This design comes from an exercise in tuning for small area, a short achievable clock period and few clock cycles per item on the open sky130 flow, not from production work.
Where RTL was checked, it was by simulation tests only, not by an equivalence proof against the original.
The RTL of runs 1 and 2 was laid out without a check of its function.
Power is estimated from default activity; no workload was simulated.

File: design.v
`timescale 1ns / 1ns
module mat_ops_controller #(
	parameter DATA_LEN = 8,
	parameter N = 8,
	parameter ADDRESS_SIZE = 4
)
(
	input                         i_clk,
	input                         i_rstn,
	input   [DATA_LEN*N-1:0]      i_read_data_A,
	output  [ADDRESS_SIZE-1:0]    o_address_A,
	output                        o_wr_en_A,
	output  [DATA_LEN*N-1:0]      o_write_data_A,
	input   [DATA_LEN*N-1:0]      i_read_data_B,
	output  [ADDRESS_SIZE-1:0]    o_address_B,
	output                        o_wr_en_B,
	output  [DATA_LEN*N-1:0]      o_write_data_B,
	output                        o_done
);
	reg        idle;
	reg        P;
	reg  [8:0] S;
	reg  [2:0] T;
	reg  [2:0] r;
	reg        pa0;       
	wire start = (i_read_data_A[7:0] == 8'd1);
	wire go    = idle && pa0 && start;
	wire r0    = (r == 3'd0);
	wire r7    = (r == 3'd7);
	wire [8:0] S_n;
	assign S_n[0] = P || (go && addr_a[3]) || (S[8] && !r7);
	assign S_n[1] = S[0];
	assign S_n[2] = S[1] && !r0;
	assign S_n[3] = (S[1] && r0) || S[2];
	assign S_n[8:4] = S[7:3];
	wire [2:0] T_n = {T[1:0], S[8] && r7};
	wire       idle_n = (idle && !go) || T[2];
	wire [2:0] r_n    = S[8] ? r + 3'd1 : r;
	wire [2:0] wrow_n = r_n - 3'd1;     
	wire       wb_n   = S_n[2] || T_n[2];
	wire [2:0] k_n    = {S_n[5] | S_n[6] | S_n[7] | S_n[8],
	                     S_n[3] | S_n[4] | S_n[7] | S_n[8],
	                     S_n[1] | S_n[4] | S_n[6] | S_n[8]};
	wire       ra_n   = go || (|S_n[7:0]) || (S_n[8] && !r7) || T[2];
	wire [2:0] rowa_n = S_n[8] ? r_n + 3'd1 : r_n;
	reg  [3:0] addr_a;
	reg  [3:0] addr_b;
	reg        wr_b;
	reg        done;
	reg        v0;
	reg        f0;
	always @(posedge i_clk, negedge i_rstn) begin
		if (!i_rstn) begin
			idle   <= 1'b1;
			P      <= 1'b0;
			pa0    <= 1'b1;
			S      <= 9'd0;
			T      <= 3'd0;
			r      <= 3'd0;
			addr_a <= 4'd0;
			addr_b <= 4'd0;
			wr_b   <= 1'b0;
			done   <= 1'b0;
		end else begin
			idle   <= idle_n;
			P      <= go && !addr_a[3];
			pa0    <= !addr_a[3];
			S      <= S_n;
			T      <= T_n;
			r      <= r_n;
			addr_a <= ra_n ? {1'b1, rowa_n} : 4'd0;
			addr_b <= wb_n ? {1'b1, wrow_n} : {1'b0, k_n};
			wr_b   <= wb_n;
			done   <= T_n[2];
		end
	end
	reg  [2:0] k0;
	reg        h0;
	always @(posedge i_clk) begin
		k0 <= k_n;
		v0 <= (|S_n) && !S_n[2];
		f0 <= S_n[0];
		h0 <= (|S_n) && !wb_n && (k_n == 3'd0);
	end
	reg                  f1;
	reg  [11:0]          a2, a2n;
	reg                  f2, keep2;
	reg                  h1, h2, hkeep2;
	wire [7:0]           a1 = i_read_data_A[8*k0 +: 8];
	wire [11:0]          a1_enc;
	genvar m;
	generate
		for (m = 0; m < 4; m = m + 1) begin : BOOTH
			wire hi = a1[2*m+1];
			wire md = a1[2*m];
			wire lo = (m == 0) ? 1'b0 : a1[2*m-1];
			assign a1_enc[3*m]   = hi;
			assign a1_enc[3*m+1] = md ^ lo;
			assign a1_enc[3*m+2] = (hi & ~md & ~lo) | (~hi & md & lo);
		end
	endgenerate
	wire [63:0]          acc;
	always @(posedge i_clk) begin
		f1    <= f0;
		f2    <= f1;
		keep2 <= !f1;
		h1    <= h0;
		h2    <= h1;
		hkeep2 <= !h1;
		a2    <= v0 ? a1_enc : 12'd0;
		a2n   <= v0 ? ~a1_enc : 12'hfff;
	end
	genvar j;
	generate
		for (j = 0; j < N; j = j + 1) begin : LANE
			mac_lane #(.KEEP_LOW((j / 2) % 2), .A_LOW(j < N/2 ? 0 : 1)) u_lane (
				.i_clk (i_clk),
				.a     (j < N/2 ? a2 : a2n),
				.b     (i_read_data_B[8*j +: 8]),
				.first (j < 2 ? f2 : j < 4 ? keep2 : j < 6 ? h2 : hkeep2),
				.acc   (acc[8*j +: 8])
			);
		end
	endgenerate
	assign o_address_A    = addr_a;
	assign o_wr_en_A      = done;
	assign o_write_data_A = {(DATA_LEN*N){1'b0}};
	assign o_address_B    = addr_b;
	assign o_wr_en_B      = wr_b;
	assign o_write_data_B = acc;
	assign o_done         = done;
endmodule
module mac_lane #(
	parameter KEEP_LOW = 0,   
	parameter A_LOW    = 0    
) (
	input            i_clk,
	input      [11:0] a,
	input      [7:0] b,
	input            first,
	output reg [7:0] acc
);
	wire [11:0] d;
	reg  [11:0] q;
	wire [11:0] ad = A_LOW ? ~a : a;
	wire neg0 = ad[0];
	wire one0 = ad[1];
	wire two0 = ad[2];
	wire neg1 = ad[3];
	wire one1 = ad[4];
	wire two1 = ad[5];
	wire neg2 = ad[6];
	wire one2 = ad[7];
	wire two2 = ad[8];
	wire neg3 = ad[9];
	wire one3 = ad[10];
	wire two3 = ad[11];
	wire t1;
	wire t2;
	wire t3;
	wire t4;
	wire t5;
	wire t6;
	wire t7;
	wire t8;
	wire t9;
	wire t10;
	wire t11;
	wire t12;
	wire t13;
	wire t14;
	wire t15;
	wire t16;
	wire t17;
	wire t18;
	wire t19;
	wire t20;
	wire t21;
	wire t22;
	wire t23;
	assign t1 = (neg0 & ~(one0 & b[0])) ^ (((one0 & b[1]) | (two0 & b[0])) ^ neg0);
	assign t2 = (neg0 & ~(one0 & b[0])) & (((one0 & b[1]) | (two0 & b[0])) ^ neg0);
	assign t3 = (one1 & b[0]) ^ (((one0 & b[2]) | (two0 & b[1])) ^ neg0) ^ t2;
	assign t4 = ((one1 & b[0]) & (((one0 & b[2]) | (two0 & b[1])) ^ neg0)) | ((one1 & b[0]) & t2) | ((((one0 & b[2]) | (two0 & b[1])) ^ neg0) & t2);
	assign t5 = (neg1 & ~(one1 & b[0])) ^ (((one0 & b[3]) | (two0 & b[2])) ^ neg0) ^ (((one1 & b[1]) | (two1 & b[0])) ^ neg1);
	assign t6 = ((neg1 & ~(one1 & b[0])) & (((one0 & b[3]) | (two0 & b[2])) ^ neg0)) | ((neg1 & ~(one1 & b[0])) & (((one1 & b[1]) | (two1 & b[0])) ^ neg1)) | ((((one0 & b[3]) | (two0 & b[2])) ^ neg0) & (((one1 & b[1]) | (two1 & b[0])) ^ neg1));
	assign t7 = t5 ^ t4;
	assign t8 = t5 & t4;
	assign t9 = (one2 & b[0]) ^ (((one0 & b[4]) | (two0 & b[3])) ^ neg0) ^ (((one1 & b[2]) | (two1 & b[1])) ^ neg1);
	assign t10 = ((one2 & b[0]) & (((one0 & b[4]) | (two0 & b[3])) ^ neg0)) | ((one2 & b[0]) & (((one1 & b[2]) | (two1 & b[1])) ^ neg1)) | ((((one0 & b[4]) | (two0 & b[3])) ^ neg0) & (((one1 & b[2]) | (two1 & b[1])) ^ neg1));
	assign t11 = t6 ^ t9;
	assign t12 = t6 & t9;
	assign t13 = (neg2 & ~(one2 & b[0])) ^ (((one0 & b[5]) | (two0 & b[4])) ^ neg0) ^ (((one1 & b[3]) | (two1 & b[2])) ^ neg1);
	assign t14 = ((neg2 & ~(one2 & b[0])) & (((one0 & b[5]) | (two0 & b[4])) ^ neg0)) | ((neg2 & ~(one2 & b[0])) & (((one1 & b[3]) | (two1 & b[2])) ^ neg1)) | ((((one0 & b[5]) | (two0 & b[4])) ^ neg0) & (((one1 & b[3]) | (two1 & b[2])) ^ neg1));
	assign t15 = (((one2 & b[1]) | (two2 & b[0])) ^ neg2) ^ t10 ^ t13;
	assign t16 = ((((one2 & b[1]) | (two2 & b[0])) ^ neg2) & t10) | ((((one2 & b[1]) | (two2 & b[0])) ^ neg2) & t13) | (t10 & t13);
	assign t17 = (one3 & b[0]) ^ (((one0 & b[6]) | (two0 & b[5])) ^ neg0) ^ (((one1 & b[4]) | (two1 & b[3])) ^ neg1);
	assign t18 = ((one3 & b[0]) & (((one0 & b[6]) | (two0 & b[5])) ^ neg0)) | ((one3 & b[0]) & (((one1 & b[4]) | (two1 & b[3])) ^ neg1)) | ((((one0 & b[6]) | (two0 & b[5])) ^ neg0) & (((one1 & b[4]) | (two1 & b[3])) ^ neg1));
	assign t19 = (((one2 & b[2]) | (two2 & b[1])) ^ neg2) ^ t14 ^ t17;
	assign t20 = ((((one2 & b[2]) | (two2 & b[1])) ^ neg2) & t14) | ((((one2 & b[2]) | (two2 & b[1])) ^ neg2) & t17) | (t14 & t17);
	assign t21 = (neg3 & ~(one3 & b[0])) ^ (((one0 & b[7]) | (two0 & b[6])) ^ neg0) ^ (((one1 & b[5]) | (two1 & b[4])) ^ neg1);
	assign t22 = (((one2 & b[3]) | (two2 & b[2])) ^ neg2) ^ (((one3 & b[1]) | (two3 & b[0])) ^ neg3) ^ t18;
	assign t23 = t21 ^ t22;
	assign d[0] = (one0 & b[0]);
	assign d[1] = t1;
	assign d[2] = t3;
	assign d[3] = t7;
	assign d[4] = t8;
	assign d[5] = t11;
	assign d[6] = t12;
	assign d[7] = t15;
	assign d[8] = t16;
	assign d[9] = t19;
	assign d[10] = t20;
	assign d[11] = t23;
	always @(posedge i_clk)
		q <= d;
	wire first_q = first;
	wire [7:0] g = (KEEP_LOW ? !first_q : first_q) ? 8'd0 : acc;
	always @(posedge i_clk)
		acc <= g + {q[10] , q[8] , q[6] , q[4] , q[3] , q[2] , q[1] , q[0]} + {q[11] , q[9] , q[7] , q[5] , 1'b0 , 1'b0 , 1'b0 , 1'b0};
endmodule
File: flow/run.sh
#!/bin/bash
# The standard layout (the standard.sh, standard synthesis unchanged) with
# the port buffers made from the smallest buffer cell instead of the
# clock-delay buffer that buffer_ports picks by default.
set -euo pipefail
bash standard.sh BUFFER_PORTS_ARGS="-buffer_cell sky130_fd_sc_hd__buf_1" finish > make_finish.log 2>&1
File: standard.sh
#!/bin/bash
# synth_recipe.tcl (not shown) runs the flow's synth.tcl, then flattens the netlist and writes it again
# the make line also repeats each setting of config.mk as NAME=value (left out here)
make -C /OpenROAD-flow-scripts/flow DESIGN_CONFIG=/design/flow/config.mk WORK_HOME=/design/flow/orfs CLKGATE_MAP_FILE= SYNTH_SCRIPT=/design/flow/synth_recipe.tcl "${@:-finish}"
File: config.mk
export PLATFORM = sky130hd
export DESIGN_NAME = mat_ops_controller
export DESIGN_NICKNAME = mat_ops_controller
export VERILOG_FILES = /design/flow/design.v
export SDC_FILE = /design/flow/constraint.sdc
export NUM_CORES = 4
export LEC_CHECK = 0
export CAP_MARGIN = 20
export CORE_MARGIN = 2
export CORE_UTILIZATION = 40
export CTS_BUF_LIST = sky130_fd_sc_hd__clkbuf_4 sky130_fd_sc_hd__clkbuf_8 sky130_fd_sc_hd__clkbuf_16
export CTS_CLUSTER_DIAMETER = 60
export CTS_CLUSTER_SIZE = 30
export PLACE_DENSITY = 0.6
export SETUP_SLACK_MARGIN = 2.6
export SLEW_MARGIN = 20
File: constraint.sdc
create_clock -name core_clock -period 5.0 [get_ports {i_clk}]
set_input_delay 1.0000 -clock core_clock [delete_from_list [all_inputs] [get_ports {i_clk}]]
set_output_delay 1.0000 -clock core_clock [all_outputs]
set_load 0.01 [all_outputs]
==> results.toml, run 1 <==
[routing]
vias = 9522
drtIter0Drc = 403
ant_nets = 0
wirelength_mm = 30.72
dr.pass1.iters = 6
route.detailed.drc = 0
vias_per_cell = 4.841
wire_per_inst_microns = 15.62

[place]
hpwl_mm = 23.12
placed_area_sq_mm = 0.01459
io_buffer_count = 204
place.gp.congestion = 0.8431

[cts]
cts-root-buf = "clkbuf_16"
cts.sinks = 222
cts_buffer_depth = 3
clkTransAtPathRegs_ns = 0.08
numCtsBuffers = 25
htree_num_levels = 1
clk_latency_ns = 0.55
cts_tree = "done"

[finish]
drive_gt1_share_pct = 6.583
syn2layout_area_growth_pct = 13.91
layout_common_cells = "buf_1 (204), xnor2_1 (185), dfxtp_1 (180)"
final_cell_area_sq_mm = 0.01560
antenna_cells = 0
final_common_cell = "buf_1"
final_net_count = 1827

[sta]
min_period_ns = 2.325
fmax_mhz = 430.1
final-hold-violation-count = 0
drv_slew = 0
tns_ns = 0
skew_ns = 0.01998
min_period_over_period_pct = 46.51
tightest_slew_ns = 0.7927
rsz0062_at_grt = "yes"
setup_violations = 0
slew_headroom_pct = 47.08

[job]
maxCapViolations = 0

[worst_setup_path]
crit_fanout = 9
max_stage_delay_ns = 0.40
crit_top_cell = "ha_1"
critPathKind = "register to register"
cp-end-kind = "register"
worst-path-buf-inv = 1
cp.arrival_ns = 2.75
cp.required_ns = 5.43
crit_family = "adder cells"
startpoint_type = "register"
crit_slowest_cell = "dfxtp_4"
crit_chain = "buf_4 -> and2_1 -> ha_1 -> ha_1 -> fa_2 -> a21oi_1 -> nor2_1 -> nor2_2 -> o21ai_0 -> xnor2_1"

[global_routing]
antenna_found_initial = 1
grt_pass1_vias = 9754
grt_overflow_total = 0
track_usage_pct = 17.25
grt_pass1_wl_mm = 49.78
grt_max_degree = 33

[synthesis]
ys_async_sr_fraction_pct = 11.71
syn_avg_cell_area_sq_um = 10.39
synth-edff-count = 0
synth_area_sq_mm = 0.01370
yosysWarningCount = 5
synth-main-ff-cell = "dfxtp_1"
ys_seq_area_share_pct = 33.42
ys_types = 49
ys_ff_latch = 222
syn_inst = 1318

[floorplan]
coreArea_sq_mm = 0.03362
die_width_microns = 189.0
io_pins = 269
initial_core_util_pct = 40.74
die_h_microns = 189.0
die_area_sq_mm = 0.03574
rows = 67

[hold_path]
hp-class = "register to register"

[power_and_ir_drop]
leakage_nw = 6.691
p_per_area_mw_per_mm2 = 586.9
ir_drop_mv = 0.3252

[status]
status = "timing/DRC/antenna clean"
-- repair_timing --
item,in CTS,in global routing
resized for setup,14,15
buffers inserted,0,2
pin swaps,0,1
setup endpoints to repair,81,32
hold buffers,0,0
gates cloned,0,0
-- synth_stat cells (7+ instances only) --
cell type	n	area, sq um
dfxtp_1	196	3924
xnor2_1	185	1620
inv_1	120	450.4
ha_1	109	1364
fa_1	88	1762
buf_4	66	495.5
a22oi_1	64	480.5
o22ai_1	64	400.4
nor2_1	49	183.9
a21oi_1	44	220.2
and2_1	44	275.3
nand2_1	40	150.1
nor2b_1	39	244.0
clkbuf_1	32	120.1
xor2_1	27	236.5
dfrtp_1	24	600.6
buf_1	15	56.30
mux4_2	15	337.8
nand2b_1	15	93.84
o21ai_0	15	75.07
a21o_1	9	67.56
o21bai_1	9	67.56
mux2i_1	7	70.07
-- sequential cells by signal, summed over array words and instances, names as in the netlist, 4 cells and up --
register	flops
addr_a	4
LANE.u_lane.q	96
LANE.u_lane.acc	64
S	9
addr_b	4
a2n	12
a2	12
-- routing by layer --
layer / track usage (%) / share of wire, %
met2: 30.06 / 48
met3: 2.558 / 5.7
met5: 0 / 0.042
met4: 4.477 / 2.1
met1: 22.35 / 44
-- logic make-up (layout without fill, tap and decap cells) --
| kind of cell | count (synthesis) | in the layout | synth area share (%) |
|---|---|---|---|
| buffers and inverters | 239 | 377 | 8.496 |
| flip-flops | 222 | 222 | 33.42 |
| XOR/XNOR | 215 | 215 | 14.01 |
| AO/OA/AOI/OAI | 209 | 209 | 9.784 |
| AND/OR/NAND/NOR | 207 | 207 | 7.838 |
| adder cells (fa/ha/maj) | 197 | 197 | 22.82 |
| multiplexers | 28 | 28 | 3.609 |
| other | 1 | 64 | 0.02738 |
-- final timing paths --
path	startpoint	end	slack [ns]	cells after the start
worst max-delay path	hkeep2$_DFF_P_	LANE[7].u_lane.acc[7]$_DFF_P_	2.67	10
worst min-delay path	f0$_DFF_P_	f1$_DFF_P_	0.33	0
worst max register to register	hkeep2$_DFF_P_	LANE[7].u_lane.acc[7]$_DFF_P_	2.67	10
worst min register to register	f0$_DFF_P_	f1$_DFF_P_	0.33	0
max in group asynchronous	i_rstn	idle$_DFF_PN1_	4.26	2
min in group asynchronous	i_rstn	addr_a[2]$_DFF_PN0_	0.43	2
-- report_power, final --
part | switching [mW] | internal, mW
Clock | 0.944 | 1.08
Sequential | 0.322 | 2.40
Combinational | 2.24 | 2.16
-- stage by stage --
step                total power [mW]  instances  setup WS [ns]  hold slack [ns]  util (%)
CTS                            9.297       1965          2.607           0.3329     46.23
floorplan                      6.227       1381          2.533           0.3096         -
global placement               7.017       1919          2.269           0.3153     43.39
detailed placement             7.169       1919          2.203           0.3158     43.40
finish                         9.156       1967          2.675           0.3290     46.41
global route                   10.06       1967          2.538           0.3368     46.41
-- area by class of cell --
class	count	area, sq um
Fill cell	3171	18010
Multi-Input combinational cell	920	8215
Sequential cell	222	4614
Timing Repair Buffer	210	823.3
Clock buffer	27	646.9
Tap cell	448	560.5
Inverter	121	454.2
Clock inverter	19	286.5
-- worst register-to-register path: cells and delay by family, from the launching register on --
| kind | cells | cell delay, ns |
|---|---|---|
| AND/OR/NAND/NOR | 3 | 0.38 |
| XOR/XNOR | 1 | 0.15 |
| AO/OA/AOI/OAI | 2 | 0.31 |
| buffers and inverters | 1 | 0.19 |
| adder cells (fa/ha/maj) | 3 | 0.77 |
| flip-flops | 1 | 0.40 |
==> inputs of run 2 (changes only) <==
--- a/config.mk
+++ b/config.mk
@@ -13,4 +13,4 @@
 export CTS_CLUSTER_SIZE = 30
 export PLACE_DENSITY = 0.6
-export SETUP_SLACK_MARGIN = 2.6
+export SETUP_SLACK_MARGIN = 2.75
 export SLEW_MARGIN = 20
==> run 2 against run 1 <==
First-iteration DRC count rose by 14%. Clock power barely moved. Synthesized cell count did not move. Power rose by 2.6%. Worst setup slack improved by 0.12 ns. Utilization rose by 1.7 points. Hold slack improved by 0.0014 ns. Sequential share of layout area fell by 1.1 points. Via count fell by 0.15%. Largest cell class unchanged.
==> results.toml, run 2 <==
[finish]
largest_register_ffs = 96
top_register = "LANE.u_lane.q"
largestRegisters = "LANE.u_lane.q (96), LANE.u_lane.acc (64)"
antenna_cells = 0
multiInputGateArea_sq_mm = 0.008534
fin_util_pct = 48.07
final_net_count = 1849
syn2layout_area_growth_pct = 18.00
fill_cells = 3126
final_common_cell = "buf_1"
layout_common_cells = "buf_1 (201), dfxtp_1 (184), xnor2_1 (184)"
layout.cells.non_filler = 1990
drive_gt1_share_pct = 14.20
final_cell_area_sq_mm = 0.01616
regArea_sq_mm = 0.004609

[sta]
fmax_mhz = 453.4
drv_slew = 0
slew_headroom_pct = 51.72
final-hold-violation-count = 0
min_period_over_period_pct = 44.11
min_period_ns = 2.205
tightest_slew_ns = 0.7233
tns_ns = 0
skew_ns = 0.02007
rsz0062_at_grt = "yes"
setup_violations = 0

[synthesis]
ys_ff_latch = 222
ys_types = 49
synth_area_sq_mm = 0.01370
synth-xor-area-share_pct = 14.01
ys_seq_area_share_pct = 33.42
syn_avg_cell_area_sq_um = 10.39
synth_compound_area_share_pct = 9.784
synthTopCellsByCount = "dfxtp_1 (196), xnor2_1 (185), inv_1 (120)"
synth_top_family_by_area = "adder cells"
synth-edff-count = 0
syn_inst = 1318
synth.area.mux_share_pct = 3.609
yosys.area.top_type = "dfxtp_1"
synthTopCellsByArea = "dfxtp_1 (29%), fa_1 (13%), xnor2_1 (12%), ha_1 (10%), dfrtp_1 (4.4%)"
synth_top_area_share_pct = 28.65
yosysWarningCount = 5
synthAdderAreaFrac_pct = 22.82
synthSimpleGateAreaFrac_pct = 7.838
synth.most_common_cell = "dfxtp_1"
ys_async_sr_fraction_pct = 11.71
synth-main-ff-cell = "dfxtp_1"

[worst_setup_path]
crit_family = "adder cells"
critPathKind = "register to register"
worst-path-buf-inv = 0
cp.arrival_ns = 2.62
startpoint_type = "register"
crit_top_cell = "ha_1"
cp.required_ns = 5.41
max_stage_delay_ns = 0.41
cp-end-kind = "register"
crit_slowest_cell = "fa_1"
crit_fanout = 13
crit_chain = "and2_1 -> ha_1 -> ha_1 -> fa_1 -> a21oi_1 -> nor2_1 -> nor2_2 -> o21ai_0 -> xnor2_1"

[job]
maxCapViolations = 0

[cts]
cts_tree = "done"
cts_buffer_depth = 3
cts.sinks = 222
numCtsBuffers = 26
htree_num_levels = 1
cts-root-buf = "clkbuf_16"
clkTransAtPathRegs_ns = 0.08
clk_latency_ns = 0.54
ctsHoldBuffers = 0

[routing]
vias = 9508
ant_nets = 0
wire_per_inst_microns = 15.49
wirelength_mm = 30.83
vias_per_cell = 4.778
drtIter0Drc = 460
dr.pass1.iters = 5
route.detailed.drc = 0

[power_and_ir_drop]
p_clk_share_pct = 21.4
ir_drop_mv = 0.3012
p_per_area_mw_per_mm2 = 581.3
swShare_pct = 38.35
p_comb_share_pct = 49.8
p_seq_share_pct = 28.8
p_switching_mw = 3.603
leakage_nw = 6.818
p_int_mw = 5.791

[place]
placed_area_sq_mm = 0.01493
io_buffer_count = 204
hpwl_mm = 23.40
place.gp.congestion = 0.7855
place_inst = 1925

[floorplan]
die_h_microns = 189.0
coreArea_sq_mm = 0.03362
die_area_sq_mm = 0.03574
die_width_microns = 189.0
initial_core_util_pct = 40.74
io_pins = 269
rows = 67

[global_routing]
grt_pass1_wl_mm = 50.00
grt_overflow_total = 0
grt_max_degree = 33
antenna_found_initial = 0
grt_pass1_vias = 9783
track_usage_pct = 17.23

[status]
status = "timing/DRC/antenna clean"

[hold_path]
hp-class = "register to register"
[run 2: through the flow]
stage	hold WS (ns)	power (mW)	setup slack, ns
after global placement	0.3148	7.071	2.234
final	0.3304	9.394	2.795
after detailed placement	0.3121	7.193	2.194
after floorplan	0.3096	6.261	2.629
after CTS	0.3300	9.326	2.758
after global routing	0.3447	10.30	2.663
[run 2: worst register-to-register path: cells and delay by family (launching register included)]
family | cells | cell delay [ns]
and+or+nand+nor | 3 | 0.34
AOI/OAI and AO/OA | 2 | 0.29
DFF | 1 | 0.39
xor gates and xnor gates | 1 | 0.14
adders and majority gates | 3 | 0.93
[run 2: final cells by class]
| type | instances | share of cell area (%) |
|---|---|---|
| clock inverters | 19 | 1.517 |
| clock buffers | 29 | 4.312 |
| repair buffers | 231 | 6.085 |
| flip-flops and latches | 222 | 28.52 |
| inverters | 121 | 3.283 |
| well taps | 448 | 3.469 |
| multi-input cells | 920 | 52.81 |
[run 2: power groups by stage]
stage | sequential (mW) | combinational, mW | clock (mW)
finish | 2.71 | 4.68 | 2.01
global route | 2.77 | 5.38 | 2.15
CTS | 2.71 | 4.54 | 2.08
detailed placement | 2.75 | 4.44 | 0
global placement | 2.75 | 4.33 | 0
floorplan | 2.76 | 3.51 | 0
[run 2: per-layer routing]
| metal | vias to the layer above | wire length, microns | global-route usage (%) | part of all wire (%) |
|---|---|---|---|---|
| met2 | 315 | 14770 | 29.66 | 48 |
| met4 | 0 | 625 | 4.237 | 2.0 |
| li1 | 4656 | - | - | - |
| met5 | - | 0 | 0 | 0 |
| met1 | 4492 | 13510 | 22.91 | 44 |
| met3 | 45 | 1917 | 2.298 | 6.2 |
[run 2: repair_timing]
action	4_1_cts	5_1_grt
pin swaps	3	7
setup buffers	9	8
cloned	0	0
gates resized for setup	23	42
endpoints found under the setup margin	94	37
[run 2: path summary, 6_finish.rpt]
check	cells past startpoint	slack [ns]	endpoint	from
max	9	2.79	LANE[2].u_lane.acc[7]$_DFF_P_	keep2$_DFF_P_
max reg2reg	9	2.79	LANE[2].u_lane.acc[7]$_DFF_P_	keep2$_DFF_P_
min in group asynchronous	2	0.44	addr_a[3]$_DFF_PN0_	i_rstn
max in group asynchronous	2	4.27	pa0$_DFF_PN1_	i_rstn
min reg2reg	0	0.33	h1$_DFF_P_	h0$_DFF_P_
min	0	0.33	h1$_DFF_P_	h0$_DFF_P_
[run 2: kinds of logic after synthesis]
| logic type | Yosys count |
|---|---|
| xor gates and xnor gates | 215 |
| adders and majority gates | 197 |
| muxes | 28 |
| DFF | 222 |
| and+or+nand+nor | 207 |
| AOI/OAI and AO/OA | 209 |
| other | 1 |
| buffers and inverters | 239 |
==> inputs of run 3 (changes only) <==
--- a/design.v
+++ b/design.v
@@ -24,4 +24,10 @@
 	reg  [2:0] r;
 	reg        pa0;       
+	reg  [3:0] addr_a;
+	reg  [3:0] addr_b;
+	reg        wr_b;
+	reg        done;
+	reg        v0;
+	reg        f0;
 	wire start = (i_read_data_A[7:0] == 8'd1);
 	wire go    = idle && pa0 && start;
@@ -44,10 +50,4 @@
 	wire       ra_n   = go || (|S_n[7:0]) || (S_n[8] && !r7) || T[2];
 	wire [2:0] rowa_n = S_n[8] ? r_n + 3'd1 : r_n;
-	reg  [3:0] addr_a;
-	reg  [3:0] addr_b;
-	reg        wr_b;
-	reg        done;
-	reg        v0;
-	reg        f0;
 	always @(posedge i_clk, negedge i_rstn) begin
 		if (!i_rstn) begin
==> run 3 against run 2 <==
Routed wire length is the same. Sequential power about the same. Register-to-register slack is essentially flat. Clock-buffer cell count is the same. Critical path depth unchanged. Sequential share of layout area did not move. Sequential cell count unchanged. Critical path type unchanged. Largest cell class unchanged. Largest power group unchanged.
==> results.toml, run 3 <==
[power_and_ir_drop]
p_per_area_mw_per_mm2 = 581.3
p_total_mw = 9.394
ir_drop_mv = 0.3012
leakage_nw = 6.818

[synthesis]
syn_inst = 1318
synth_area_sq_mm = 0.01370
synth_top_area_share_pct = 28.65
ys_seq_area_share_pct = 33.42
ys_ff_latch = 222
ys_async_sr_fraction_pct = 11.71
synth-edff-count = 0
yosysWarningCount = 5
synthTopCellsByArea = "dfxtp_1 (29%), fa_1 (13%), xnor2_1 (12%), ha_1 (10%), dfrtp_1 (4.4%)"
synth.most_common_cell = "dfxtp_1"
synthTopCellsByCount = "dfxtp_1 (196), xnor2_1 (185), inv_1 (120)"
synth-main-ff-cell = "dfxtp_1"
syn_avg_cell_area_sq_um = 10.39
yosys.area.top_type = "dfxtp_1"
ys_types = 49

[worst_setup_path]
crit_fanout = 13
critPathKind = "register to register"
startpoint_type = "register"
cp.required_ns = 5.41
cp.arrival_ns = 2.62
max_stage_delay_ns = 0.41
crit_chain = "and2_1 -> ha_1 -> ha_1 -> fa_1 -> a21oi_1 -> nor2_1 -> nor2_2 -> o21ai_0 -> xnor2_1"
crit_family = "adder cells"
worst-path-buf-inv = 0
crit_top_cell = "ha_1"
cp-end-kind = "register"
crit_slowest_cell = "fa_1"

[cts]
numCtsBuffers = 26
cts.sinks = 222
cts_tree = "done"
cts-root-buf = "clkbuf_16"
cts_buffer_depth = 3
clk_latency_ns = 0.54
clkTransAtPathRegs_ns = 0.08
htree_num_levels = 1

[routing]
topRoutingLayerUsed = "met4"
met3_length_mm = 1.917
drtIter0Drc = 460
vias_per_cell = 4.778
ant_nets = 0
dr.pass1.iters = 5
route.detailed.drc = 0
vias = 9508
wirelength_mm = 30.83
wl_met1_mm = 13.51
wire_per_inst_microns = 15.49
dr_wl_met2_mm = 14.77

[place]
placed_area_sq_mm = 0.01493
dp_slack_ns = 2.194
io_buffer_count = 204
place.gp.congestion = 0.7855
place_inst = 1925
hpwl_mm = 23.40

[finish]
largestRegisters = "LANE.u_lane.q (96), LANE.u_lane.acc (64)"
layout_common_cells = "buf_1 (201), dfxtp_1 (184), xnor2_1 (184)"
final_cell_area_sq_mm = 0.01616
final_net_count = 1849
layout.cells.non_filler = 1990
syn2layout_area_growth_pct = 18.00
largest_register_ffs = 96
top_register = "LANE.u_lane.q"
antenna_cells = 0
fin_util_pct = 48.07
final_common_cell = "buf_1"
drive_gt1_share_pct = 14.20

[sta]
min_period_over_period_pct = 44.11
tns_ns = 0
worst_slack_ns = 2.795
tightest_slew_ns = 0.7233
fmax_mhz = 453.4
min_period_ns = 2.205
whs_ns = 0.3304
skew_ns = 0.02007
slew_headroom_pct = 51.72
final-hold-violation-count = 0
drv_slew = 0
rsz0062_at_grt = "yes"
setup_violations = 0

[floorplan]
die_area_sq_mm = 0.03574
initial_core_util_pct = 40.74
rows = 67
die_h_microns = 189.0
io_pins = 269
die_width_microns = 189.0
coreArea_sq_mm = 0.03362

[global_routing]
antenna_found_initial = 0
grt_pass1_vias = 9783
track_usage_pct = 17.23
grt_overflow_total = 0
grt_pass1_wl_mm = 50.00
grt_max_degree = 33

[hold_path]
hp-class = "register to register"

[status]
status = "timing/DRC/antenna clean"

[job]
maxCapViolations = 0
[run 3: cell counts after synthesis]
Identical to the previous run, type by type.
[run 3: final timing paths]
check	startpoint	slack (ns)	depth (start not counted)	to
min	h0$_DFF_P_	0.33	0	h1$_DFF_P_
max	keep2$_DFF_P_	2.79	9	LANE[2].u_lane.acc[7]$_DFF_P_
max reg2reg	keep2$_DFF_P_	2.79	9	LANE[2].u_lane.acc[7]$_DFF_P_
min reg2reg	h0$_DFF_P_	0.33	0	h1$_DFF_P_
min in group asynchronous	i_rstn	0.44	2	addr_a[3]$_DFF_PN0_
max in group asynchronous	i_rstn	4.27	2	pa0$_DFF_PN1_
[run 3: layout make-up]
| type | instances | area (sq um) |
|---|---|---|
| clock buffer | 29 | 696.9 |
| timing repair buffer | 231 | 983.4 |
| tap | 448 | 560.5 |
| fill | 3126 | 17460 |
| inverter | 121 | 530.5 |
| clock inverter | 19 | 245.2 |
| multi-input combinational | 920 | 8534 |
| sequential | 222 | 4609 |
[run 3: cells by family (layout without fill, tap and decap cells)]
| kind of cell | after synthesis | after routing | synth area share [%] |
|---|---|---|---|
| compound gates | 209 | 209 | 9.784 |
| flops | 222 | 222 | 33.42 |
| mux | 28 | 28 | 3.609 |
| fa+ha+maj | 197 | 197 | 22.82 |
| xor+xnor | 215 | 215 | 14.01 |
| buf+inv | 239 | 400 | 8.496 |
| other cells | 1 | 64 | 0.02738 |
| simple gates | 207 | 207 | 7.838 |
[run 3: layer usage]
layer / vias up / GRT usage, %
met3: 45 / 2.298
li1: 4656 / -
met5: - / 0
met4: 0 / 4.237
met2: 315 / 29.66
met1: 4492 / 22.91
[run 3: worst reg2reg max path, cell delays in order (launching register included)]
cell and delay [ns]:
dfxtp_4 0.39, and2_1 0.15, ha_1 0.29, ha_1 0.23
fa_1 0.41, a21oi_1 0.16, nor2_1 0.07, nor2_2 0.12
o21ai_0 0.13, xnor2_1 0.14
[run 3: repair_timing]
| item | 4_1_cts | 5_1_grt |
|---|---|---|
| resized for setup | 23 | 42 |
| setup endpoints to repair | 94 | 37 |
| buffers inserted | 9 | 8 |
| pin swaps | 3 | 7 |
| hold buffers | 0 | 0 |
[run 3: power by group]
group / switching (mW) / internal [mW]
clock: 0.921 / 1.09
sequential: 0.301 / 2.41
combinational: 2.38 / 2.29
Testbench counts of run 3, summed over its fixed seeds: cycles 28,808, jobs 384.
==> inputs of run 4 (changes only) <==
--- a/config.mk
+++ b/config.mk
@@ -13,4 +13,4 @@
 export CTS_CLUSTER_SIZE = 30
 export PLACE_DENSITY = 0.6
-export SETUP_SLACK_MARGIN = 2.75
+export SETUP_SLACK_MARGIN = 2.9
 export SLEW_MARGIN = 20
==> run 4 against run 3 <==
Combinational power rose by about 20%. Clock-buffer cell count fell by 5. Worst setup slack improved by 0.082 ns. Clock skew fell by 0.0010 ns. Fmax rose by 3.9%. Global-route usage rose by 0.77 points. Register-to-register slack improved by 0.11 ns. Cell count rose by 1.5%. Critical endpoint is now o_wr_en_A.
==> results.toml, run 4 <==
[status]
status = "timing/DRC/antenna clean"

[worst_setup_path]
max_stage_delay_ns = 0.46
cp.required_ns = 4.00
r2r-start = "keep2$_DFF_P_"
worstRegToRegCells = 8
crit_slowest_cell = "dfrtp_2"
worstSetupEndpoint = "o_wr_en_A"
crit_chain = "buf_6"
timing.critical_path.from = "T[2]$_DFF_PN0_"
crit_fanout = 4
path_depth = 1
worst-path-buf-inv = 1
crit_family = "flip-flops"
critPathKind = "register to output pin"
cp-end-kind = "output pin"
cp.arrival_ns = 1.12
startpoint_type = "register"
reg2reg_to = "LANE[2].u_lane.acc[7]$_DFF_P_"
r2r_setup_slack_ns = 2.90

[synthesis]
ys_types = 49
synthTopCellsByArea = "dfxtp_1 (29%), fa_1 (13%), xnor2_1 (12%), ha_1 (10%), dfrtp_1 (4.4%)"
synth_top_area_share_pct = 28.65
ys_seq_area_share_pct = 33.42
yosysWarningCount = 5
yosys.area.top_type = "dfxtp_1"
syn_avg_cell_area_sq_um = 10.39
synth-main-ff-cell = "dfxtp_1"
ys_ff_latch = 222
synth.most_common_cell = "dfxtp_1"
synthTopCellsByCount = "dfxtp_1 (196), xnor2_1 (185), inv_1 (120)"
ys_async_sr_fraction_pct = 11.71
syn_inst = 1318
synth-edff-count = 0
synth_area_sq_mm = 0.01370

[sta]
tns_ns = 0
fmax_mhz = 470.9
rsz0062_at_grt = "yes"
final-hold-violation-count = 0
drv_slew = 0
min_period_ns = 2.124
min_period_over_period_pct = 42.47
slew_headroom_pct = 59.89
tightest_slew_ns = 0.6017
setup_violations = 0
skew_ns = 0.01907

[global_routing]
grt_max_degree = 33
grt_pass1_wl_mm = 51.58
grt_pass1_vias = 9830
track_usage_pct = 18.00
grt_overflow_total = 0
antenna_found_initial = 0

[cts]
numCtsBuffers = 23
cts_buffer_depth = 3
cts_tree = "done"
cts.sinks = 222
clk_latency_ns = 0.53
htree_num_levels = 1
clkTransAtPathRegs_ns = 0.08
cts-root-buf = "clkbuf_16"

[routing]
route.detailed.drc = 0
vias_per_cell = 4.841
wire_per_inst_microns = 16.27
wirelength_mm = 32.86
dr.pass1.iters = 4
ant_nets = 0
vias = 9779
drtIter0Drc = 298

[finish]
largest_register_ffs = 96
final_cell_area_sq_mm = 0.01744
final_net_count = 1882
antenna_cells = 0
drive_gt1_share_pct = 28.69
largestRegisters = "LANE.u_lane.q (96), LANE.u_lane.acc (64)"
syn2layout_area_growth_pct = 27.36
final_common_cell = "xnor2_1"
layout_common_cells = "xnor2_1 (171), dfxtp_1 (169), buf_1 (146)"
fill_cells = 2961
top_register = "LANE.u_lane.q"
layout.cells.non_filler = 2020

[place]
place.gp.congestion = 0.8281
place_inst = 1923
placed_area_sq_mm = 0.01508
hpwl_mm = 23.32
io_buffer_count = 204

[floorplan]
coreArea_sq_mm = 0.03362
die_width_microns = 189.0
die_area_sq_mm = 0.03574
initial_core_util_pct = 40.74
rows = 67
die_h_microns = 189.0
io_pins = 269

[hold_path]
hp-class = "register to register"

[power_and_ir_drop]
leakage_nw = 7.252
ir_drop_mv = 0.3362
p_per_area_mw_per_mm2 = 586.7

[job]
maxCapViolations = 0
## run 4: report_power, final
part | internal (mW) | switching (mW) | total (mW)
clock network | 0.980 | 0.888 | 1.87
logic | 2.88 | 2.74 | 5.62
registers | 2.41 | 0.331 | 2.74
total | 6.27 | 3.96 | 10.2
## run 4: routing by layer
metal	routed length, microns	vias up	GRT usage, %
li1	-	4722	-
met1	14380	4765	23.60
met2	16350	255	31.54
met3	1545	37	2.391
met4	582	0	4.117
met5	0	-	0
## run 4: worst min path at each step
stage	slack, ns	startpoint	cells after the start	to
4_1_cts	0.32	h0$_DFF_P_	0	h1$_DFF_P_
5_1_grt	0.33	h0$_DFF_P_	0	h1$_DFF_P_
6_report	0.32	h0$_DFF_P_	0	h1$_DFF_P_
3_5_place_dp	0.31	f0$_DFF_P_	0	f1$_DFF_P_
2_1_floorplan	0.31	f0$_DFF_P_	0	f1$_DFF_P_
3_3_place_gp	0.32	f0$_DFF_P_	0	f1$_DFF_P_
## run 4: cell type report
type	instances	area (sq um)	share of cell area, %
multi-input cells	920	9369	53.71
flip-flops and latches	222	4647	26.64
repair buffers	267	1459	8.364
clock buffers	24	583.1	3.343
inverters	121	568.0	3.257
well taps	448	560.5	3.214
clock inverters	18	256.5	1.470
## run 4: what timing repair did
item                       CTS  global route
buffers inserted            32            23
gates resized for setup    121           161
hold buffers                 0             0
cloned                       0             0
pin swaps                   38            83
setup endpoints to repair  134            74
## run 4: worst register-to-register path, cell delays in order, from the launching register on
cell and delay [ns]:
dfxtp_4 0.38, buf_6 0.14, buf_4 0.13, and2_1 0.15, fa_1 0.47, ha_1 0.36, a21oi_2 0.15, o21ai_2 0.08
xnor2_1 0.13
## run 4: cell families after synthesis
family | count (synthesis) | synth area share (%)
adder cells (fa/ha/maj) | 197 | 22.82
XOR/XNOR | 215 | 14.01
other | 1 | 0.02738
multiplexers | 28 | 3.609
AND/OR/NAND/NOR | 207 | 7.838
flip-flops | 222 | 33.42
AO/OA/AOI/OAI | 209 | 9.784
buffers and inverters | 239 | 8.496
## run 4: per-stage QoR
stage	hold WS, ns	util (%)	setup slack (ns)	power (mW)
finish	0.3164	51.89	2.876	10.23
floorplan	0.3096	-	2.629	6.302
detailed placement	0.3128	44.85	2.164	7.245
global route	0.3261	51.89	2.804	11.16
global placement	0.3160	44.85	2.227	7.115
CTS	0.3188	49.39	2.838	9.509
==> inputs of run 5 (changes only) <==
--- a/config.mk
+++ b/config.mk
@@ -10,7 +10,7 @@
 export CORE_UTILIZATION = 40
 export CTS_BUF_LIST = sky130_fd_sc_hd__clkbuf_4 sky130_fd_sc_hd__clkbuf_8 sky130_fd_sc_hd__clkbuf_16
-export CTS_CLUSTER_DIAMETER = 60
-export CTS_CLUSTER_SIZE = 30
+export CTS_CLUSTER_DIAMETER = 70
+export CTS_CLUSTER_SIZE = 35
 export PLACE_DENSITY = 0.6
-export SETUP_SLACK_MARGIN = 2.9
+export SETUP_SLACK_MARGIN = 2.75
 export SLEW_MARGIN = 20
==> run 5 against run 4 <==
Global-route usage shrank 0.79 points. Power shrank 11%. Sequential share of layout area grew 2.2 points. Via count shrank 3.3%. Register-to-register slack lost 0.08 ns. Clock skew grew 0.0076 ns. Still clean. Synthesized area is the same. Synthesized cell count is the same. Worst setup slack lost 0.061 ns. Routed wire length shrank 5.5%. Hold slack gained 0.020 ns. Combinational power shrank 17%.
==> results.toml, run 5 <==
[status]
status = "timing/DRC/antenna clean"

[synthesis]
ys_types = 49
synthTopCellsByArea = "dfxtp_1 (29%), fa_1 (13%), xnor2_1 (12%), ha_1 (10%), dfrtp_1 (4.4%)"
synth_area_sq_mm = 0.01370
yosys.area.top_type = "dfxtp_1"
synth-edff-count = 0
ys_seq_area_share_pct = 33.42
synth_top_area_share_pct = 28.65
synth.area.mux_share_pct = 3.609
syn_avg_cell_area_sq_um = 10.39
ys_async_sr_fraction_pct = 11.71
synth_compound_area_share_pct = 9.784
syn_inst = 1318
synth-main-ff-cell = "dfxtp_1"
yosysWarningCount = 5
synthSimpleGateAreaFrac_pct = 7.838
synthAdderAreaFrac_pct = 22.82
synth-xor-area-share_pct = 14.01
synthTopCellsByCount = "dfxtp_1 (196), xnor2_1 (185), inv_1 (120)"
synth.most_common_cell = "dfxtp_1"
ys_ff_latch = 222
synth_top_family_by_area = "adder cells"

[finish]
regArea_sq_mm = 0.004613
antenna_cells = 0
syn2layout_area_growth_pct = 16.91
multiInputGateArea_sq_mm = 0.008542
fill_cells = 3135
final_cell_area_sq_mm = 0.01601
final_common_cell = "buf_1"
drive_gt1_share_pct = 13.98
largestRegisters = "LANE.u_lane.q (96), LANE.u_lane.acc (64)"
largest_register_ffs = 96
layout_common_cells = "buf_1 (199), xnor2_1 (184), dfxtp_1 (183)"
top_register = "LANE.u_lane.q"
final_net_count = 1845
layout.cells.non_filler = 1979

[routing]
vias_per_cell = 4.780
drtIter0Drc = 470
vias = 9459
wire_per_inst_microns = 15.69
route.detailed.drc = 0
dr.pass1.iters = 5
ant_nets = 0
wirelength_mm = 31.06

[worst_setup_path]
reg2reg_to = "LANE[6].u_lane.q[9]$_DFF_P_"
crit_fanout = 8
r2r-start = "a2n[5]$_SDFF_PN1_"
r2r_setup_slack_ns = 2.82
cp-end-kind = "register"
worstRegToRegCells = 4
critPathKind = "input pin to register"
cp.required_ns = 5.39
cp.arrival_ns = 2.58
startpoint_type = "input pin"

[power_and_ir_drop]
p_total_mw = 9.134
leakage_nw = 6.734
p_per_area_mw_per_mm2 = 570.5
ir_drop_mv = 0.2748

[cts]
cts.sinks = 222
clkTransAtPathRegs_ns = 0.09
cts_buffer_depth = 3
cts_tree = "done"
ctsHoldBuffers = 0
cts-root-buf = "clkbuf_16"
numCtsBuffers = 19
clk_latency_ns = 0.53
htree_num_levels = 1

[floorplan]
initial_core_util_pct = 40.74
rows = 67
die_width_microns = 189.0
die_h_microns = 189.0
coreArea_sq_mm = 0.03362
io_pins = 269
die_area_sq_mm = 0.03574

[hold_path]
min_from = "h0$_DFF_P_"
hold_end = "h1$_DFF_P_"
hold_depth = 0
hp-class = "register to register"

[sta]
drv_slew = 0
skew_ns = 0.02668
final-hold-violation-count = 0
slew_headroom_pct = 50.76
tightest_slew_ns = 0.7376
fmax_mhz = 457.7
min_period_ns = 2.185
tns_ns = 0
min_period_over_period_pct = 43.70
whs_ns = 0.3361
rsz0062_at_grt = "yes"
setup_violations = 0

[global_routing]
grt_overflow_total = 0
track_usage_pct = 17.22
grt_max_degree = 33
grt_pass1_wl_mm = 49.89
antenna_found_initial = 0
grt_pass1_vias = 9732

[place]
place_inst = 1925
placed_area_sq_mm = 0.01493
io_buffer_count = 204
place.gp.congestion = 0.7855
hpwl_mm = 23.40

[job]
maxCapViolations = 0
[run 5: worst max path at each step]
stage                 startpoint                            end  slack [ns]  cells after the start
2_1_floorplan  i_read_data_B[16]    LANE[2].u_lane.q[7]$_DFF_P_        2.63                      5
3_3_place_gp   i_read_data_B[60]    LANE[7].u_lane.q[7]$_DFF_P_        2.23                      6
3_5_place_dp   i_read_data_B[16]    LANE[2].u_lane.q[7]$_DFF_P_        2.19                      5
4_1_cts            keep2$_DFF_P_  LANE[2].u_lane.acc[7]$_DFF_P_        2.76                      9
5_1_grt               h2$_DFF_P_  LANE[4].u_lane.acc[6]$_DFF_P_        2.69                      9
6_report        i_read_data_B[0]    LANE[0].u_lane.q[7]$_DFF_P_        2.82                      5
[run 5: kinds of logic after synthesis]
logic type	count (synthesis)
buf+inv	239
flops	222
xor+xnor	215
compound gates	209
simple gates	207
fa+ha+maj	197
mux	28
other cells	1
[run 5: worst max-delay path: stages]
cell	delay [ns]
buf_1	0.28
and2_1	0.24
nor2b_1	0.08
fa_1	0.55
fa_2	0.42
[run 5: report_power, final]
group          total [mW]  switching (mW)  internal (mW)
clock network        1.74           0.850          0.887
registers            2.71           0.302           2.40
logic                4.69            2.39           2.30
[run 5: timing repair]
item	in CTS	in global routing
pin swaps	3	11
setup buffers	10	10
gates resized for setup	24	52
setup endpoints to repair	96	32
[run 5: routing by layer]
metal / GRT usage, % / share of wire, % / routed length (microns) / vias up
li1: - / - / - / 4630
met1: 22.98 / 45 / 13880 / 4484
met2: 29.74 / 48 / 14950 / 305
met3: 2.187 / 5.3 / 1655 / 40
met4: 3.936 / 1.9 / 581 / 0
met5: 0 / 0 / 0 / -
[run 5: per-stage QoR]
step / setup WS, ns / util, %
4_1_cts: 2.757 / 47.02
6_report: 2.815 / 47.63
3_3_place_gp: 2.234 / 44.41
2_1_floorplan: 2.629 / -
5_1_grt: 2.694 / 47.63
3_5_place_dp: 2.194 / 44.41
[run 5: area by class of cell]
type	count	share of cell area, %
multi-input cells	920	53.35
flip-flops and latches	222	28.81
repair buffers	234	6.322
well taps	448	3.501
inverters	121	3.313
clock buffers	19	2.969
clock inverters	15	1.735
==> inputs of run 6 (changes only) <==
--- a/config.mk
+++ b/config.mk
@@ -10,7 +10,7 @@
 export CORE_UTILIZATION = 40
 export CTS_BUF_LIST = sky130_fd_sc_hd__clkbuf_4 sky130_fd_sc_hd__clkbuf_8 sky130_fd_sc_hd__clkbuf_16
-export CTS_CLUSTER_DIAMETER = 70
-export CTS_CLUSTER_SIZE = 35
+export CTS_CLUSTER_DIAMETER = 80
+export CTS_CLUSTER_SIZE = 40
 export PLACE_DENSITY = 0.6
-export SETUP_SLACK_MARGIN = 2.75
+export SETUP_SLACK_MARGIN = 2.85
 export SLEW_MARGIN = 20
==> run 6 against run 5 <==
Still clean. Critical path depth decreased by 4. Sequential cell count unchanged. Synthesized cell count unchanged. Critical path type is now register to output pin. Largest power group unchanged.
==> results.toml, run 6 <==
[finish]
fin_util_pct = 49.59
drive_gt1_share_pct = 22.32
fill_cells = 3115
layout_common_cells = "dfxtp_1 (182), xnor2_1 (177), buf_1 (177)"
syn2layout_area_growth_pct = 21.71
top_register = "LANE.u_lane.q"
final_net_count = 1859
layout.cells.non_filler = 1991
final_common_cell = "dfxtp_1"
largest_register_ffs = 96
largestRegisters = "LANE.u_lane.q (96), LANE.u_lane.acc (64)"
final_cell_area_sq_mm = 0.01667

[global_routing]
met3_usage_pct = 2.373
grt_overflow_total = 0
antenna_found_initial = 2
grt_busiest_layer = "met2"
grt_pass1_vias = 9705
track_usage_pct = 17.54
grt_pass1_wl_mm = 50.56
use_met2_pct = 30.21
use_met1_pct = 23.30
grt_max_degree = 35

[sta]
tightest_slew_ns = 0.6010
min_period_over_period_pct = 42.71
rsz0062_at_grt = "yes"
fmax_mhz = 468.3
setup_violations = 0
tns_ns = 0
final-hold-violation-count = 0
slew_headroom_pct = 59.93
skew_ns = 0.04363
drv_slew = 0
min_period_ns = 2.135

[worst_setup_path]
cp.arrival_ns = 1.14
critPathKind = "register to output pin"
worst-path-buf-inv = 1
crit_chain = "buf_2"
max_stage_delay_ns = 0.45
crit_family = "flip-flops"
startpoint_type = "register"
cp-end-kind = "output pin"
reg2reg_to = "LANE[4].u_lane.acc[7]$_DFF_P_"
r2r-start = "h2$_DFF_P_"
cp.required_ns = 4.00
r2r_setup_slack_ns = 2.88
crit_slowest_cell = "dfrtp_1"
worstRegToRegCells = 10
crit_fanout = 3

[power_and_ir_drop]
leakage_nw = 6.892
p_total_mw = 9.551
p_per_area_mw_per_mm2 = 573.0
ir_drop_mv = 0.2773

[routing]
vias = 9620
vias_per_cell = 4.832
wire_per_inst_microns = 16.03
drtIter0Drc = 306
wirelength_mm = 31.92
ant_nets = 0
dr.pass1.iters = 5
route.detailed.drc = 0

[floorplan]
io_pins = 269
coreArea_sq_mm = 0.03362
die_area_sq_mm = 0.03574
die_h_microns = 189.0
initial_core_util_pct = 40.74
rows = 67
die_width_microns = 189.0

[synthesis]
synth_area_sq_mm = 0.01370
synth-main-ff-cell = "dfxtp_1"
yosys.area.top_type = "dfxtp_1"
yosysWarningCount = 5
synthTopCellsByCount = "dfxtp_1 (196), xnor2_1 (185), inv_1 (120)"
ys_async_sr_fraction_pct = 11.71
ys_types = 49
ys_ff_latch = 222
synth.most_common_cell = "dfxtp_1"
synth-edff-count = 0
synth_top_area_share_pct = 28.65
syn_inst = 1318
syn_avg_cell_area_sq_um = 10.39
ys_seq_area_share_pct = 33.42
synthTopCellsByArea = "dfxtp_1 (29%), fa_1 (13%), xnor2_1 (12%), ha_1 (10%), dfrtp_1 (4.4%)"

[cts]
cts.sinks = 222
numCtsBuffers = 15
cts-root-buf = "clkbuf_16"
cts_tree = "done"
clk_latency_ns = 0.52
clkTransAtPathRegs_ns = 0.11
htree_num_levels = 1
cts_buffer_depth = 3

[hold_path]
min_from = "f0$_DFF_P_"
hold_end = "f1$_DFF_P_"
hold_depth = 0
hp-class = "register to register"

[job]
maxCapViolations = 0

[place]
place.gp.congestion = 0.8152
hpwl_mm = 23.31
placed_area_sq_mm = 0.01508
place_inst = 1925
io_buffer_count = 204

[status]
status = "timing/DRC/antenna clean"
[run 6: layout make-up]
cell class	count	area (sq um)	share of cell area, %
timing repair buffer	252	1272	7.634
clock buffer	15	375.4	2.252
sequential	222	4617	27.70
clock inverter	11	188.9	1.133
multi-input combinational	920	9085	54.50
tap	448	560.5	3.363
antenna	2	5.005	0.03003
inverter	121	564.3	3.385
[run 6: cell families after synthesis]
family	count (synthesis)	share of synthesized area, %
flip-flops	222	33.42
AO/OA/AOI/OAI	209	9.784
adder cells (fa/ha/maj)	197	22.82
multiplexers	28	3.609
other	1	0.02738
AND/OR/NAND/NOR	207	7.838
XOR/XNOR	215	14.01
buffers and inverters	239	8.496
[run 6: how the worst max path moves through the flow]
stage,start,endpoint,slack (ns),cells after the start
2_1_floorplan,i_read_data_B[16],LANE[2].u_lane.q[7]$_DFF_P_,2.63,5
3_3_place_gp,i_read_data_B[40],LANE[5].u_lane.q[7]$_DFF_P_,2.22,6
3_5_place_dp,i_read_data_B[40],LANE[5].u_lane.q[7]$_DFF_P_,2.15,6
4_1_cts,f2$_DFF_P_,LANE[1].u_lane.acc[7]$_DFF_P_,2.75,9
5_1_grt,h2$_DFF_P_,LANE[4].u_lane.acc[7]$_DFF_P_,2.75,10
6_report,T[2]$_DFF_PN0_,o_done,2.86,1
[run 6: layer usage]
layer	part of all wire, %	wire (microns)
met1	43	13820
met2	49	15780
met3	5.0	1601
met4	2.3	720
met5	0	0
[run 6: metrics by stage]
step                worst slack (ns)  hold slack (ns)
floorplan                      2.629           0.3096
global route                   2.754           0.3514
finish                         2.865           0.3430
detailed placement             2.151           0.3184
CTS                            2.752           0.3467
global placement               2.223           0.3189
[run 6: report_power, final]
group          leakage, nW  internal, mW  switching (mW)  total [mW]
sequential            1.97          2.40           0.316        2.72
combinational         4.65          2.73            2.69        5.42
clock                0.270         0.635           0.778        1.41
[run 6: timing repair]
item | 4_1_cts | 5_1_grt
endpoints found under the setup margin | 121 | 47
hold buffers | 0 | 0
buffers inserted | 17 | 21
pin swaps | 9 | 53
resized for setup | 51 | 139
==> inputs of run 7 (changes only) <==
--- a/config.mk
+++ b/config.mk
@@ -13,4 +13,4 @@
 export CTS_CLUSTER_SIZE = 40
 export PLACE_DENSITY = 0.6
-export SETUP_SLACK_MARGIN = 2.85
+export SETUP_SLACK_MARGIN = 2.55
 export SLEW_MARGIN = 20
==> run 7 against run 6 <==
Register-to-register slack worse by 0.23 ns. Hold slack got worse by 0.0032 ns. First-iteration DRC count increased by 13%. Synthesized cell count stayed put. Clock-buffer cell count up 2. Power decreased by 10%. Fmax shrank 9.2%. Routed wire length decreased by 6.2%. Utilization fell by 4.1 points. Die area stayed put.
==> results.toml, run 7 <==
[floorplan]
initial_core_util_pct = 40.74
die_area_sq_mm = 0.03574
coreArea_sq_mm = 0.03362
rows = 67
die_width_microns = 189.0
io_pins = 269
die_h_microns = 189.0

[worst_setup_path]
crit_slowest_cell = "fa_1"
r2r_setup_slack_ns = 2.65
cp.arrival_ns = 2.75
crit_family = "adder cells"
worst-path-buf-inv = 1
critPathKind = "register to register"
startpoint_type = "register"
cp.required_ns = 5.40
crit_fanout = 9
crit_chain = "buf_4 -> and2_1 -> ha_1 -> ha_1 -> fa_1 -> a21oi_1 -> nor2_1 -> nor2_1 -> o21ai_0 -> xnor2_1"
path_depth = 10
worstRegToRegCells = 10
cp-end-kind = "register"
max_stage_delay_ns = 0.43

[synthesis]
synthTopCellsByCount = "dfxtp_1 (196), xnor2_1 (185), inv_1 (120)"
synth-main-ff-cell = "dfxtp_1"
synth-edff-count = 0
syn_avg_cell_area_sq_um = 10.39
syn_inst = 1318
yosysWarningCount = 5
ys_seq_area_share_pct = 33.42
synthTopCellsByArea = "dfxtp_1 (29%), fa_1 (13%), xnor2_1 (12%), ha_1 (10%), dfrtp_1 (4.4%)"
synth.most_common_cell = "dfxtp_1"
yosys.area.top_type = "dfxtp_1"
ys_types = 49
ys_async_sr_fraction_pct = 11.71
synth_top_area_share_pct = 28.65
synth_area_sq_mm = 0.01370
ys_ff_latch = 222

[routing]
ant_nets = 0
vias = 9375
vias_per_cell = 4.798
dr.pass1.iters = 5
wire_per_inst_microns = 15.32
wirelength_mm = 29.93
drtIter0Drc = 345
route.detailed.drc = 0

[hold_path]
hold_depth = 0
hp-class = "register to register"

[cts]
ctsHoldBuffers = 0
cts_buffer_depth = 3
htree_num_levels = 1
cts.sinks = 222
cts-root-buf = "clkbuf_16"
cts_tree = "done"
clkTransAtPathRegs_ns = 0.10
clk_latency_ns = 0.53
numCtsBuffers = 17

[status]
status = "timing/DRC/antenna clean"

[power_and_ir_drop]
ir_drop_mv = 0.3311
p_total_mw = 8.598
leakage_nw = 6.547
p_per_area_mw_per_mm2 = 562.9

[sta]
tightest_slew_ns = 0.7855
fmax_mhz = 425.1
tns_ns = 0
worst_slack_ns = 2.648
rsz0062_at_grt = "yes"
final-hold-violation-count = 0
slew_headroom_pct = 47.56
skew_ns = 0.03575
drv_slew = 0
min_period_ns = 2.352
min_period_over_period_pct = 47.05
setup_violations = 0

[finish]
drive_gt1_share_pct = 5.046
syn2layout_area_growth_pct = 11.54
antenna_cells = 0
layout_common_cells = "buf_1 (204), xnor2_1 (185), dfxtp_1 (184)"
top_register = "LANE.u_lane.q"
largestRegisters = "LANE.u_lane.q (96), LANE.u_lane.acc (64)"
final_common_cell = "buf_1"
final_cell_area_sq_mm = 0.01528
largest_register_ffs = 96
final_net_count = 1822

[global_routing]
grt_max_degree = 33
grt_pass1_vias = 9494
track_usage_pct = 16.87
antenna_found_initial = 0
grt_overflow_total = 0
grt_pass1_wl_mm = 48.53

[place]
placed_area_sq_mm = 0.01459
hpwl_mm = 22.97
dp_slack_ns = 2.209
place.gp.congestion = 0.8173
io_buffer_count = 204

[job]
maxCapViolations = 0
==> run 7: cell families (layout without fill, tap and decap cells) <==
kind of cell               Yosys count  count (layout)  synth area share [%]
other                                1              64               0.02738
muxes                               28              28                 3.609
AOI/OAI and AO/OA                  209             209                 9.784
adders and majority gates          197             197                 22.82
buffers and inverters              239             364                 8.496
xor gates and xnor gates           215             215                 14.01
DFF                                222             222                 33.42
and+or+nand+nor                    207             207                 7.838
==> run 7: worst paths after layout <==
kind                                      from                             to
worst max-delay path            hkeep2$_DFF_P_  LANE[6].u_lane.acc[7]$_DFF_P_
worst min-delay path                f0$_DFF_P_                     f1$_DFF_P_
worst max register to register  hkeep2$_DFF_P_  LANE[6].u_lane.acc[7]$_DFF_P_
worst min register to register      f0$_DFF_P_                     f1$_DFF_P_
max in group asynchronous               i_rstn                 idle$_DFF_PN1_
min in group asynchronous               i_rstn                 S[7]$_DFF_PN0_
==> run 7: report_power, final <==
part | total, mW | internal, mW | switching [mW]
Clock | 1.52 | 0.706 | 0.812
Sequential | 2.71 | 2.40 | 0.310
Combinational | 4.37 | 2.14 | 2.22
==> run 7: cell type report <==
type | count | area, sq um
Fill cell | 3206 | 18340
Multi-Input combinational cell | 920 | 8194
Sequential cell | 222 | 4604
Timing Repair Buffer | 213 | 833.3
Tap cell | 448 | 560.5
Inverter | 121 | 454.2
Clock buffer | 17 | 425.4
Clock inverter | 13 | 203.9
==> run 7: layer usage <==
layer	up-vias	wire length, microns	global-route usage, %
met2	305	14270	29.05
met5	-	0	0
met4	0	556	3.876
met3	40	1869	2.595
met1	4452	13230	22.29
li1	4578	-	-
==> run 7: through the flow <==
step                std cells  hold slack (ns)  utilization [%]
floorplan                1381           0.3096                -
finish                   1954           0.3397            45.44
detailed placement       1921           0.3226            43.41
CTS                      1951           0.3443            45.32
global placement         1921           0.3175            43.41
global route             1954           0.3485            45.44
==> run 7: timing repair <==
item | CTS | global route
gates resized for setup | 10 | 9
cloned | 0 | 0
endpoints found under the setup margin | 68 | 26
pin swaps | 0 | 0
setup buffers | 0 | 3
==> inputs of run 8 (changes only) <==
--- a/config.mk
+++ b/config.mk
@@ -13,4 +13,4 @@
 export CTS_CLUSTER_SIZE = 40
 export PLACE_DENSITY = 0.6
-export SETUP_SLACK_MARGIN = 2.55
+export SETUP_SLACK_MARGIN = 2.75
 export SLEW_MARGIN = 20
==> run 8 against run 7 <==
Fmax increased by 6.7%. Via count increased by 0.69%. Cell count increased by 0.82%. Highest routed layer unchanged. Still clean.
==> results.toml, run 8 <==
[global_routing]
grt_overflow_total = 0
antenna_found_initial = 0
track_usage_pct = 17.19
grt_max_degree = 33
grt_pass1_wl_mm = 49.78
grt_pass1_vias = 9660

[finish]
layout_common_cells = "buf_1 (198), xnor2_1 (184), dfxtp_1 (182)"
antenna_cells = 0
largestRegisters = "LANE.u_lane.q (96), LANE.u_lane.acc (64)"
largest_register_ffs = 96
fill_cells = 3156
top_register = "LANE.u_lane.q"
final_cell_area_sq_mm = 0.01583
final_net_count = 1840
drive_gt1_share_pct = 13.80
multiInputGateArea_sq_mm = 0.008568
fin_util_pct = 47.10
regArea_sq_mm = 0.004614
final_common_cell = "buf_1"
syn2layout_area_growth_pct = 15.60
layout.cells.non_filler = 1970

[synthesis]
syn_avg_cell_area_sq_um = 10.39
synth-main-ff-cell = "dfxtp_1"
synth.most_common_cell = "dfxtp_1"
synth_top_area_share_pct = 28.65
ys_async_sr_fraction_pct = 11.71
ys_seq_area_share_pct = 33.42
ys_ff_latch = 222
yosysWarningCount = 5
syn_inst = 1318
synth_area_sq_mm = 0.01370
synthTopCellsByArea = "dfxtp_1 (29%), fa_1 (13%), xnor2_1 (12%), ha_1 (10%), dfrtp_1 (4.4%)"
yosys.area.top_type = "dfxtp_1"
synth-edff-count = 0
synthTopCellsByCount = "dfxtp_1 (196), xnor2_1 (185), inv_1 (120)"
ys_types = 49

[power_and_ir_drop]
p_total_mw = 8.832
p_per_area_mw_per_mm2 = 557.8
leakage_nw = 6.642
ir_drop_mv = 0.2707

[sta]
min_period_over_period_pct = 44.11
worst_slack_ns = 2.794
rsz0062_at_grt = "yes"
skew_ns = 0.03082
whs_ns = 0.3395
slew_headroom_pct = 51.99
drv_slew = 0
tightest_slew_ns = 0.7192
tns_ns = 0
fmax_mhz = 453.4
final-hold-violation-count = 0
setup_violations = 0
min_period_ns = 2.206

[worst_setup_path]
max_stage_delay_ns = 0.47
crit_chain = "buf_1 -> clkinvlp_4 -> buf_4 -> o22ai_1 -> xnor2_1 -> fa_1 -> ha_1"
startpoint_type = "input pin"
critPathKind = "input pin to register"
cp-end-kind = "register"
cp.arrival_ns = 2.61
crit_slowest_cell = "fa_1"
cp.required_ns = 5.41
crit_fanout = 5

[status]
status = "timing/DRC/antenna clean"

[routing]
dr.pass1.iters = 5
wirelength_mm = 31.04
ant_nets = 0
wire_per_inst_microns = 15.76
vias_per_cell = 4.792
drtIter0Drc = 497
vias = 9440
route.detailed.drc = 0

[place]
place_inst = 1925
place.gp.congestion = 0.7855
placed_area_sq_mm = 0.01493
io_buffer_count = 204
dp_slack_ns = 2.194
hpwl_mm = 23.40

[floorplan]
io_pins = 269
initial_core_util_pct = 40.74
die_h_microns = 189.0
rows = 67
coreArea_sq_mm = 0.03362
die_area_sq_mm = 0.03574
die_width_microns = 189.0

[cts]
cts_buffer_depth = 3
cts-root-buf = "clkbuf_16"
ctsHoldBuffers = 0
clkTransAtPathRegs_ns = 0.11
cts.sinks = 222
cts_tree = "done"
clk_latency_ns = 0.51
numCtsBuffers = 15
htree_num_levels = 1

[job]
maxCapViolations = 0

[hold_path]
hp-class = "register to register"
[run 8: cell counts after synthesis]
Identical to the previous run, type by type.
[run 8: cells by family after synthesis]
logic type,after synthesis,share of synthesized area [%]
flops,222,33.42
compound gates,209,9.784
xor+xnor,215,14.01
other cells,1,0.02738
mux,28,3.609
fa+ha+maj,197,22.82
buf+inv,239,8.496
simple gates,207,7.838
[run 8: worst paths after layout]
path                                    from  slack [ns]                       endpoint  depth (start not counted)
max                        i_read_data_B[41]        2.79    LANE[5].u_lane.q[3]$_DFF_P_                          7
min                               h0$_DFF_P_        0.34                     h1$_DFF_P_                          0
max reg2reg                   hkeep2$_DFF_P_        2.80  LANE[6].u_lane.acc[7]$_DFF_P_                          8
min reg2reg                       h0$_DFF_P_        0.34                     h1$_DFF_P_                          0
max in group asynchronous             i_rstn        4.23                  pa0$_DFF_PN1_                          2
min in group asynchronous             i_rstn        0.46                 S[7]$_DFF_PN0_                          2
[run 8: worst max-delay path: cells and delay by family]
kind	cells	cell delay (ns)
fa+ha+maj	2	0.78
buf+inv	3	0.52
xor+xnor	1	0.16
compound gates	1	0.15
[run 8: metal layers]
metal	up-vias	global-route usage, %	wire (microns)
li1	4620	-	-
met1	4501	22.95	14040
met2	282	29.90	15040
met3	37	2.002	1453
met4	0	3.816	510
met5	-	0	0
[run 8: area by class of cell]
type | instances | area share (%)
clock inverters | 11 | 1.051
multi-input cells | 920 | 54.12
clock buffers | 15 | 2.371
flip-flops and latches | 222 | 29.14
well taps | 448 | 3.540
repair buffers | 233 | 6.425
inverters | 121 | 3.351
[run 8: power breakdown]
group	total (mW)	internal (mW)	switching (mW)	leakage (nW)
combinational	4.74	2.32	2.42	4.41
sequential	2.71	2.40	0.304	1.97
clock	1.39	0.625	0.761	0.264
total	8.83	5.35	3.48	6.64
[run 8: repair_timing]
item                                    4_1_cts  5_1_grt
pin swaps                                     2        9
gates resized for setup                      23       63
endpoints found under the setup margin       98       38
endpoints found under the hold margin         0        0
buffers inserted                              9       10

==> re-timing with driven ports <==
No port has a modelled driver above. Below, the same layouts with a new extraction and two added sets of constraints. Step 1 assumes that a clkbuf_16 drives the clock port and a buf_2 every other input. Step 2 adds t to the input delays and takes it off the output delays; t is the mean of the earliest and latest rising clock arrival at the registers after step 1. Input paths then give back, and output paths get back, about the clock's delay inside the block. a / b / c = no drivers / after step 1 / after step 2; a / b = the first two.
| run | t, ns | slack for setup (ns) | hold slack, ns | worst data-port slew with drivers (ns) |
|---|---|---|---|---|
| run 1 | 0.581 | 2.675 / 2.675 / 2.164 | 0.329 / 0.329 / 0.329 | 0.07 |
| run 2 | 0.576 | 2.795 / 2.795 / 2.248 | 0.330 / 0.330 / 0.330 | 0.07 |
| run 3 | 0.576 | 2.795 / 2.795 / 2.248 | 0.330 / 0.330 / 0.330 | 0.07 |
| run 4 | 0.573 | 2.876 / 2.829 / 2.330 | 0.316 / 0.316 / 0.316 | 0.08 |
| run 5 | 0.556 | 2.815 / 2.816 / 2.262 | 0.336 / 0.336 / 0.336 | 0.07 |
| run 6 | 0.552 | 2.865 / 2.812 / 2.348 | 0.343 / 0.343 / 0.343 | 0.08 |
| run 7 | 0.558 | 2.648 / 2.648 / 2.166 | 0.340 / 0.340 / 0.340 | 0.08 |
| run 8 | 0.540 | 2.794 / 2.797 / 2.278 | 0.340 / 0.340 / 0.340 | 0.07 |
After both steps every run listed still meets setup and hold. For run 5, which loses most, drivers alone change the setup slack by +0.001 ns; drivers and shift together by -0.553 ns.
